From an optimization exercise on the open Yosys and OpenROAD flow, aimed at small area and a short achievable clock period; shortcuts taken in it are not production practice.
RTL that was checked went through simulation tests only; none was proved equivalent to the original.
Power and IR drop assume default switching activity.

// computation_module
module computation_module(clk, rst, a_1, a_2, a_3, b_1, b_2, b_3, P1_en, P2_en, mux_reset, c_sel, sel_m, out);
==> flow/config.mk <==
export PLATFORM = sky130hd
export DESIGN_NAME = computation_module
export DESIGN_NICKNAME = computation_module
export VERILOG_FILES = /design/flow/design.v
export SDC_FILE = /design/flow/constraint.sdc
export NUM_CORES = 4
export LEC_CHECK = 0
export CAP_MARGIN = 20
export CORE_MARGIN = 2
export CORE_UTILIZATION = 40
export SLEW_MARGIN = 20
export SYNTH_HIERARCHICAL = 1
==> flow/constraint.sdc <==
create_clock -name core_clock -period 11.0 [get_ports {clk}]
set_input_delay 2.2000 -clock core_clock [delete_from_list [all_inputs] [get_ports {clk}]]
set_output_delay 2.2000 -clock core_clock [all_outputs]
set_load 0.01 [all_outputs]
standard.sh (not shown) runs the stock make flow with config.mk's settings and CLKGATE_MAP_FILE= SYNTH_SCRIPT=/design/flow/synth_recipe.tcl, a recipe that flattens the netlist after the stock synthesis.
==> flow/flow/run.sh <==
#!/bin/bash
set -euo pipefail
cd "$(dirname "$0")/.."
bash standard.sh ADDER_MAP_FILE= SETUP_SLACK_MARGIN=6.3 "BUFFER_PORTS_ARGS=-buffer_cell sky130_fd_sc_hd__buf_4" finish > standard_flow.log 2>&1
Next try:
==> flow/flow/run.sh (replaced) <==
#!/bin/bash
set -euo pipefail
cd "$(dirname "$0")/.."
bash standard.sh ADDER_MAP_FILE= "BUFFER_PORTS_ARGS=-buffer_cell sky130_fd_sc_hd__buf_4" finish > standard_flow.log 2>&1
CORE_UTILIZATION = 60   (was 40)
SETUP_SLACK_MARGIN = 5   (was unset)
- clock skew barely changes
- final area came out lower by 10%
- combinational power came out lower by about 20%
- worst setup slack is worse by 390 ps
- area after synthesis stays the same
- count of clock-buffer cells in the layout came out higher by 1
- core utilization came out higher by 17 points
Next try:
==> flow/flow/run.sh (replaced) <==
#!/bin/bash

set -euo pipefail
cd "$(dirname "$0")/.."
bash standard.sh ADDER_MAP_FILE= finish > standard_flow.log 2>&1
CORE_UTILIZATION = 40   (was 60)
=> Core utilization fell by 21 points. Global-route usage drops by 8.7 points. Die area grows by about 50%. Wire length is higher by 5.5%. Hold slack gets worse by 22 ps. Worst setup slack is worse by 270 ps.
Next try:
==> flow/flow/run.sh (replaced) <==
#!/bin/bash
set -euo pipefail
cd "$(dirname "$0")/.."
bash standard.sh ADDER_MAP_FILE= SETUP_SLACK_MARGIN=5.6 "BUFFER_PORTS_ARGS=-buffer_cell sky130_fd_sc_hd__buf_4" finish > standard_flow.log 2>&1
ABC_AREA = 1   (was unset)
CORE_UTILIZATION = 60   (was 40)
SETUP_SLACK_MARGIN = unset   (was 5)
SYNTH_HIERARCHICAL = unset   (was 1)
After rerunning: Total power goes down by 13%. Synthesized cell count climbs by about 44%. Register-to-register slack is better by 850 ps. Cell area shrinks by about 5%.
Next try:
==> flow/flow/run.sh (replaced) <==
#!/bin/bash
set -euo pipefail
cd "$(dirname "$0")/.."
bash standard.sh ADDER_MAP_FILE= SETUP_SLACK_MARGIN=5.8 "BUFFER_PORTS_ARGS=-buffer_cell sky130_fd_sc_hd__buf_4" finish > standard_flow.log 2>&1
ABC_AREA = unset   (was 1)
CORE_UTILIZATION = 40   (was 60)
SYNTH_HIERARCHICAL = 1   (was unset)
Cell area rose by 13%.
Fmax is higher by 2.4%.
Sequential cell count is higher by 3.
Die area rose by about 60%.
Power came out higher by about 22%.
Worst setup slack gets better by 130 ps.
Hold slack got worse by 26 ps.
Area after synthesis climbs by about 6%.
Global-route usage falls by 14 points.
Next try:
==> flow/flow/run.sh (replaced) <==
#!/bin/bash
set -euo pipefail
cd "$(dirname "$0")/.."
bash standard.sh ADDER_MAP_FILE= "BUFFER_PORTS_ARGS=-buffer_cell sky130_fd_sc_hd__buf_4" finish > standard_flow.log 2>&1
CORE_UTILIZATION = 60   (was 40)
SETUP_SLACK_MARGIN = 5   (was unset)
SYNTH_HIERARCHICAL = unset   (was 1)
Cell area drops by 13%.
Core utilization increases by 19 points.
Power fell by 15%.
Worst setup slack degrades by 600 ps.


v44:
The RTL this note starts from:
==> flow/design.v <==
module vlate(a3, b31, x31, b32, x32, b33, s, c);
  input [7:0] a3, b31, x31, b32, x32, b33;
  output [7:0] s, c;
  function [15:0] csa;   
    input [7:0] x, y, z;
    csa = {x ^ y ^ z, ((x & y) | (x & z) | (y & z)) << 1};
  endfunction
  wire [7:0] r [0:23];
  genvar g;
  generate for (g = 0; g < 8; g = g + 1) begin: pp
    assign r[g]      = (a3  & {8{b31[g]}}) << g;
    assign r[g + 8]  = (x31 & {8{b32[g]}}) << g;
    assign r[g + 16] = (x32 & {8{b33[g]}}) << g;
  end endgenerate
  wire [7:0] l1 [0:15];
  generate for (g = 0; g < 8; g = g + 1) begin: L1
    assign {l1[2*g], l1[2*g+1]} = csa(r[3*g], r[3*g+1], r[3*g+2]);
  end endgenerate
  wire [7:0] l2 [0:10];
  generate for (g = 0; g < 5; g = g + 1) begin: L2
    assign {l2[2*g], l2[2*g+1]} = csa(l1[3*g], l1[3*g+1], l1[3*g+2]);
  end endgenerate
  assign l2[10] = l1[15];
  wire [7:0] l3 [0:7];
  generate for (g = 0; g < 3; g = g + 1) begin: L3
    assign {l3[2*g], l3[2*g+1]} = csa(l2[3*g], l2[3*g+1], l2[3*g+2]);
  end endgenerate
  assign l3[6] = l2[9]; assign l3[7] = l2[10];
  wire [7:0] l4 [0:5];
  generate for (g = 0; g < 2; g = g + 1) begin: L4
    assign {l4[2*g], l4[2*g+1]} = csa(l3[3*g], l3[3*g+1], l3[3*g+2]);
  end endgenerate
  assign l4[4] = l3[6]; assign l4[5] = l3[7];
  wire [7:0] l5 [0:3];
  generate for (g = 0; g < 2; g = g + 1) begin: L5
    assign {l5[2*g], l5[2*g+1]} = csa(l4[3*g], l4[3*g+1], l4[3*g+2]);
  end endgenerate
  wire [7:0] l6a, l6b;
  assign {l6a, l6b} = csa(l5[0], l5[1], l5[2]);
  assign {s, c} = csa(l6a, l6b, l5[3]);
endmodule
module sernext(p, a, b, y);
  input [7:0] p, a, b;
  output [7:0] y;
  assign y = p + a * b;
endmodule
module add3(x, y, z, o);
  input [7:0] x, y, z;
  output [7:0] o;
  function [15:0] csa;   
    input [7:0] x, y, z;
    csa = {x ^ y ^ z, ((x & y) | (x & z) | (y & z)) << 1};
  endfunction
  wire [7:0] s, c;
  assign {s, c} = csa(x, y, z);
  assign o = s + c;
endmodule
module computation_module(clk, rst, a_1, a_2, a_3, b_1, b_2, b_3, P1_en, P2_en, mux_reset, c_sel, sel_m, out);
  input clk, rst;
  input [7:0] a_1, a_2, a_3;
  input [7:0] b_1, b_2, b_3;
  input [1:0] sel_m;
  input mux_reset, P1_en;
  input [2:0] c_sel;
  input [1:0] P2_en;
  output reg [7:0] out;
  wire e_s = sel_m == 2'b01, e_3 = sel_m == 2'b10, e_2 = sel_m == 2'b11;
  reg [1:0] sd1, sd2, sd3;
  reg [7:0] X11, X12, X13, X21, X22, X23, X31, X32;
  reg [7:0] B11, B12, B13, B21, B22, B23, B31, B32, B33;
  reg [7:0] D11, D12, D21, D22;
  reg [7:0] PPQ, PPS;
  reg [7:0] Rs, Q, Vs, Vc;
  reg [7:0] c0, c1, c2, c3, T;
  wire g3_1 = sd1 == 2'b10, g2_1 = sd1 == 2'b11;
  wire g3_2 = sd2 == 2'b10, g2_2 = sd2 == 2'b11;
  wire g3_3 = sd3 == 2'b10;
  wire [7:0] BB11 = g3_1 ? B11 : g2_1 ? D11 : 8'd0;
  wire [7:0] BB12 = g3_2 ? B12 : g2_2 ? D12 : 8'd0;
  wire [7:0] BB13 = g3_3 ? B13 : 8'd0;
  wire [7:0] BB21 = g3_1 ? B21 : g2_1 ? D21 : 8'd0;
  wire [7:0] BB22 = g3_2 ? B22 : g2_2 ? D22 : 8'd0;
  wire [7:0] BB23 = g3_3 ? B23 : 8'd0;
  wire [7:0] M11 = X11 * BB11, M12 = X12 * BB12, M13 = X13 * BB13;
  wire [7:0] M21 = X21 * BB21, M22 = X22 * BB22, M23 = X23 * BB23;
  wire [7:0] M3_11 = sd1[0] ? 8'd0 : M11, M2_11 = sd1[0] ? M11 : 8'd0;
  wire [7:0] M3_12 = sd2[0] ? 8'd0 : M12, M2_12 = sd2[0] ? M12 : 8'd0;
  wire [7:0] M3_21 = sd1[0] ? 8'd0 : M21, M2_21 = sd1[0] ? M21 : 8'd0;
  wire [7:0] M3_22 = sd2[0] ? 8'd0 : M22, M2_22 = sd2[0] ? M22 : 8'd0;
  wire [7:0] PPQn = M3_11 + M3_12 + M13;
  wire [7:0] PPSn = M2_11 + M2_12;
  wire [7:0] Qn = PPQ + M3_21 + M3_22 + M23;
  wire [7:0] S = PPS + M2_21 + M2_22;
  wire [7:0] Bn31 = P1_en ? B21 : B31;
  wire [7:0] Bn32 = P1_en ? B22 : B32;
  wire [7:0] Bn33 = P1_en ? B23 : B33;
  wire [7:0] Bn31g = e_3 ? Bn31 : 8'd0;
  wire [7:0] X31g = g3_1 ? X31 : 8'd0;
  wire [7:0] X32g = g3_2 ? X32 : 8'd0;
  wire [7:0] Vsn, Vcn;
  vlate u_v(a_3, Bn31g, X31g, Bn32, X32g, Bn33, Vsn, Vcn);
  wire [7:0] b1s = e_s ? b_1 : 8'd0;
  wire [7:0] Rsn;
  sernext u_r(mux_reset ? 8'd0 : Rs, a_1, b1s, Rsn);
  reg [7:0] slot;
  always @(*) case (c_sel[1:0])
    2'd0: slot = c0; 2'd1: slot = c1; 2'd2: slot = c2; default: slot = c3;
  endcase
  wire [7:0] acc = slot + S;
  always @(posedge clk or posedge rst) begin
    if (rst) begin
      sd1 <= 0; sd2 <= 0; sd3 <= 0;
      X11 <= 0; X12 <= 0; X13 <= 0; X21 <= 0; X22 <= 0; X23 <= 0; X31 <= 0; X32 <= 0;
      B11 <= 0; B12 <= 0; B13 <= 0; B21 <= 0; B22 <= 0; B23 <= 0; B31 <= 0; B32 <= 0; B33 <= 0;
      D11 <= 0; D12 <= 0; D21 <= 0; D22 <= 0;
      PPQ <= 0; PPS <= 0;
      Rs <= 0; Q <= 0; Vs <= 0; Vc <= 0;
      c0 <= 0; c1 <= 0; c2 <= 0; c3 <= 0; T <= 0;
    end else begin
      sd1 <= sel_m; sd2 <= sd1; sd3 <= sd2;
      X11 <= a_1; X12 <= X11; X13 <= X12;
      X21 <= a_2; X22 <= X21; X23 <= X22;
      X31 <= a_3; X32 <= X31;
      if (P1_en) begin
        B11 <= e_3 ? b_1 : 8'd0; B12 <= e_3 ? b_2 : 8'd0; B13 <= e_3 ? b_3 : 8'd0;
        B21 <= B11; B22 <= B12; B23 <= B13;
      end
      B31 <= Bn31; B32 <= Bn32; B33 <= Bn33;
      if (P2_en[0]) begin D11 <= e_2 ? b_1 : 8'd0; D12 <= e_2 ? b_2 : 8'd0; end
      if (P2_en[1]) begin D21 <= D11; D22 <= D12; end
      PPQ <= PPQn; PPS <= PPSn;
      Rs <= Rsn; Q <= Qn; Vs <= Vsn; Vc <= Vcn;
      if (c_sel[2]) begin
        T <= acc;
        case (c_sel[1:0])
          2'd0: c0 <= acc; 2'd1: c1 <= acc; 2'd2: c2 <= acc; default: c3 <= acc;
        endcase
      end else T <= 8'd0;
    end
  end
  wire [7:0] o3;
  add3 u_o3(Q, Vs, Vc, o3);
  always @(*) case (sel_m)
    2'b00: out = 8'd0;
    2'b01: out = Rs;
    2'b10: out = o3;
    default: out = T;
  endcase
endmodule
Settings: LEC_CHECK=0, ABC_AREA=1, CAP_MARGIN=20, CORE_MARGIN=2, CORE_UTILIZATION=60, SLEW_MARGIN=20; clock period 11.0 ns.
==> flow/flow/run.sh <==
#!/bin/bash
set -euo pipefail
cd "$(dirname "$0")/.."
bash standard.sh ADDER_MAP_FILE= SETUP_SLACK_MARGIN=5.8 "BUFFER_PORTS_ARGS=-buffer_cell sky130_fd_sc_hd__buf_4" finish > standard_flow.log 2>&1
v44 has completed all stages; timing, DRC and antenna checks passed.
Here is what was changed in the inputs of v42 compared with v44.
- an added SETUP_SLACK_MARGIN of 5
==> flow/flow/run.sh <==
#!/bin/bash
set -euo pipefail
cd "$(dirname "$0")/.."
bash standard.sh ADDER_MAP_FILE= "BUFFER_PORTS_ARGS=-buffer_cell sky130_fd_sc_hd__buf_4" finish > standard_flow.log 2>&1
==> comparison <==
v42 vs v44, post-CTS setup buffer count went down by 13.
Any difference in total congestion overflow after global routing between v44 and v42 is small enough to ignore.
v42 vs v44, sequential share of layout area went up by 1.3 points.
Diff v44 -> v42: post-route clock period utilization rose 2.1 points, fraction of power consumed by the clock network fell 2.3 points, overall via count from detail_route fell 372, post-synth design cell area about even.
Max clock buffer instance count of the final layout across v42 and v44: v44
Looking at top routing layer in use, the met5 result is from v44; the met4 one comes from v42.
Total power: v42 below v44
For v41, these inputs were changed with respect to v42:
- SETUP_SLACK_MARGIN removed (was 5)
==> flow/flow/run.sh <==
#!/bin/bash
set -euo pipefail
cd "$(dirname "$0")/.."
bash standard.sh ADDER_MAP_FILE= SETUP_SLACK_MARGIN=6.2 "BUFFER_PORTS_ARGS=-buffer_cell sky130_fd_sc_hd__buf_4" finish > standard_flow.log 2>&1
==> run summary <==
On power attributed to the clock group, v41 does worse than v42. The run showing the smaller wire length of the first global-routing pass is v42. Compared with v42, v41 shows placed standard-cell area that has gone up slightly. Compared v41 vs v42, and fmax is up in v41. The sequential share of layout area number comes out lower for v41 vs v42. When the final numbers for v41 and v42 were put side by side, the iteration count of the initial detailed-routing pass turned out to be greater in v42.
Function was not checked in any run of this note: the RTL went through the layout flow alone.


computation_module, a different RTL version from the one above (not shown whole).
Size: roughly 3300 cells after synthesis, ~300 flip-flops, about 27000 um^2 of cells after synthesis.
clock: 11.0 ns
lec_check: 0
cap_margin: 20
core_margin: 2
core_utilization: 40
setup_slack_margin: 5
slew_margin: 20
==> flow/flow/run.sh <==
#!/bin/bash
set -euo pipefail
cd "$(dirname "$0")/.."
bash standard.sh ADDER_MAP_FILE= finish > standard_flow.log 2>&1
Rerun with:
--- a/flow/config.mk
+++ b/flow/config.mk
@@ -9,4 +9,3 @@
 export CORE_MARGIN = 2
 export CORE_UTILIZATION = 40
-export SETUP_SLACK_MARGIN = 5
 export SLEW_MARGIN = 20
Outcome: Setup slack gets worse by 1400 ps; sequential power stays flat; power went down by 2.6%; critical path depth drops by 1; design area came out lower by 4.4%; synthesized area is unchanged; global-route usage goes down by 0.80 points; hold slack gets worse by 6.2 ps; core utilization drops by 2.0 points; wire length goes down by 4.1%.
Rerun with:
==> flow/run.sh (new file) <==
#!/bin/bash
# synth_recipe.tcl (not shown) runs the flow's synth.tcl, then flattens the netlist and writes it again
# the make line also repeats each setting of config.mk as NAME=value (left out here)
make -C /OpenROAD-flow-scripts/flow DESIGN_CONFIG=/design/flow/config.mk WORK_HOME=/design/flow/orfs CLKGATE_MAP_FILE= SYNTH_SCRIPT=/design/flow/synth_recipe.tcl finish
removed: flow/flow/run.sh
removed: flow/standard.sh
Outcome:
- synthesized area shrinks by roughly a tenth
- worst setup slack gets worse by 1800 ps
- wire length shrinks by about a fifth
- worst hold slack hardly moves
- global-route usage shrinks by 0.59 points
- sequential power hardly moves
- combinational power shrinks by about a fifth
- total power shrinks by a little under a tenth
- core utilization grows by 1.0 points
No run of this note included a check of the RTL's function; only the layout flow was run.


computation_module, a different RTL version from the one above (not shown whole).
Size in the first run: ~3800 cells after synthesis, roughly 260 flip-flops, ~67 I/O pins, about 23000 sq um of cells after synthesis.
// computation_module
module computation_module(clk, rst, a_1, a_2, a_3, b_1, b_2, b_3, P1_en, P2_en, mux_reset, c_sel, sel_m, out);
clock: 11.0 ns
lec_check: 0
abc_area: 1
cap_margin: 20
core_margin: 2
core_utilization: 60
slew_margin: 20
synth_hierarchical: 1
==> flow/flow/run.sh <==
#!/bin/bash
set -euo pipefail
cd "$(dirname "$0")/.."
bash standard.sh ADDER_MAP_FILE= SETUP_SLACK_MARGIN=5.8 "BUFFER_PORTS_ARGS=-buffer_cell sky130_fd_sc_hd__buf_4" finish > standard_flow.log 2>&1
Rerun with:
==> flow/flow/run.sh (replaced) <==
#!/bin/bash
set -euo pipefail
cd "$(dirname "$0")/.."
bash standard.sh ADDER_MAP_FILE= SETUP_SLACK_MARGIN=5.3 "BUFFER_PORTS_ARGS=-buffer_cell sky130_fd_sc_hd__buf_4" finish > standard_flow.log 2>&1
The new run finished clean. Worst setup slack loses 300 ps. Synthesized area stays the same. Power goes down by a few percent. Utilization fell by 2.1 points. Fmax drops by a few percent. First-iteration DRC count shrinks by a few percent.
Rerun with:
==> flow/flow/run.sh (replaced) <==
#!/bin/bash
set -euo pipefail
cd "$(dirname "$0")/.."
bash standard.sh ADDER_MAP_FILE= SETUP_SLACK_MARGIN=6.0 "BUFFER_PORTS_ARGS=-buffer_cell sky130_fd_sc_hd__buf_4" finish > standard_flow.log 2>&1
The changed run passed the timing, DRC and antenna checks.
Clock-buffer cell count is lower by 7.
Global-route usage grows by 0.63 points.
Maximum frequency came out higher by 3.9%.
Utilization rose by 3.1 points.
Power went up by 2.9%.
Wire length grows by 4.2%.
Via count goes up by 2.1%.
Die area is unchanged.
Cell area increases by 4.7%.
First-iteration DRC count goes up by 7.8%.

## port drivers added, routing unchanged
The results above use ideal ports. As a check the final layouts listed here were re-extracted and re-timed, cells and wires unchanged. Step 1, drivers: a clkbuf_16 drives clk and a buf_2 each remaining input, both assumed. Step 2 adds t to the input delays and takes it off the output delays; t is the mean of the earliest and latest rising clock arrival at the registers after step 1. Input paths then give back, and output paths get back, about the clock's delay inside the block. Three values: ideal, step 1, step 2; two values: the first two.
| run | shift t [ns] | setup WS [ns] | clock arrival spread, ns | worst slew at a driven data input, ns | cell pins on the clock port's net |
|---|---|---|---|---|---|
| the first run of note 1 | 0.652 | 5.686 / 5.477 / 5.047 | 0.018 / 0.018 | 0.23 | 1 |
| the second run of note 1 | 0.619 | 5.299 / 5.299 / 4.719 | 0.020 / 0.021 | 0.07 | 1 |
| the third run of note 1 | 0.608 | 5.027 / 5.004 / 4.670 | 0.014 / 0.014 | 0.04 | 1 |
| the fourth run of note 1 | 0.635 | 5.571 / 5.512 / 5.287 | 0.029 / 0.029 | 0.07 | 1 |
| the fifth run of note 1 | 0.600 | 5.696 / 5.525 / 5.067 | 0.028 / 0.028 | 0.20 | 1 |
| the sixth run of note 1 | 0.610 | 5.100 / 5.039 / 4.698 | 0.030 / 0.030 | 0.06 | 1 |
| v44 | 0.630 | 5.422 / 5.366 / 4.818 | 0.018 / 0.018 | 0.22 | 1 |
| v42 | 0.627 | 5.195 / 5.171 / 4.753 | 0.015 / 0.015 | 0.04 | 1 |
| v41 | 0.633 | 5.573 / 5.512 / 5.041 | 0.026 / 0.025 | 0.22 | 1 |
| the first run of note 3 | 0.601 | 4.655 / 4.442 / 3.841 | 0.041 / 0.041 | 0.32 | 1 |
| the second run of note 3 | 0.609 | 3.299 / 3.329 / 2.721 | 0.035 / 0.035 | 0.04 | 1 |
| the third run of note 3 | 0.623 | 1.529 / 1.561 / 0.937 | 0.025 / 0.025 | 0.05 | 1 |
| the first run of note 4 | 0.615 | 5.795 / 5.689 / 5.073 | 0.016 / 0.015 | 0.24 | 1 |
| the second run of note 4 | 0.625 | 5.494 / 5.465 / 5.057 | 0.015 / 0.015 | 0.05 | 1 |
| the third run of note 4 | 0.638 | 5.703 / 5.642 / 5.133 | 0.025 / 0.024 | 0.19 | 1 |
After both steps setup and hold are still met in every run listed. The setup slack of the first run of note 3, which loses most, moves by -0.213 ns with the drivers and by -0.814 ns with both steps.
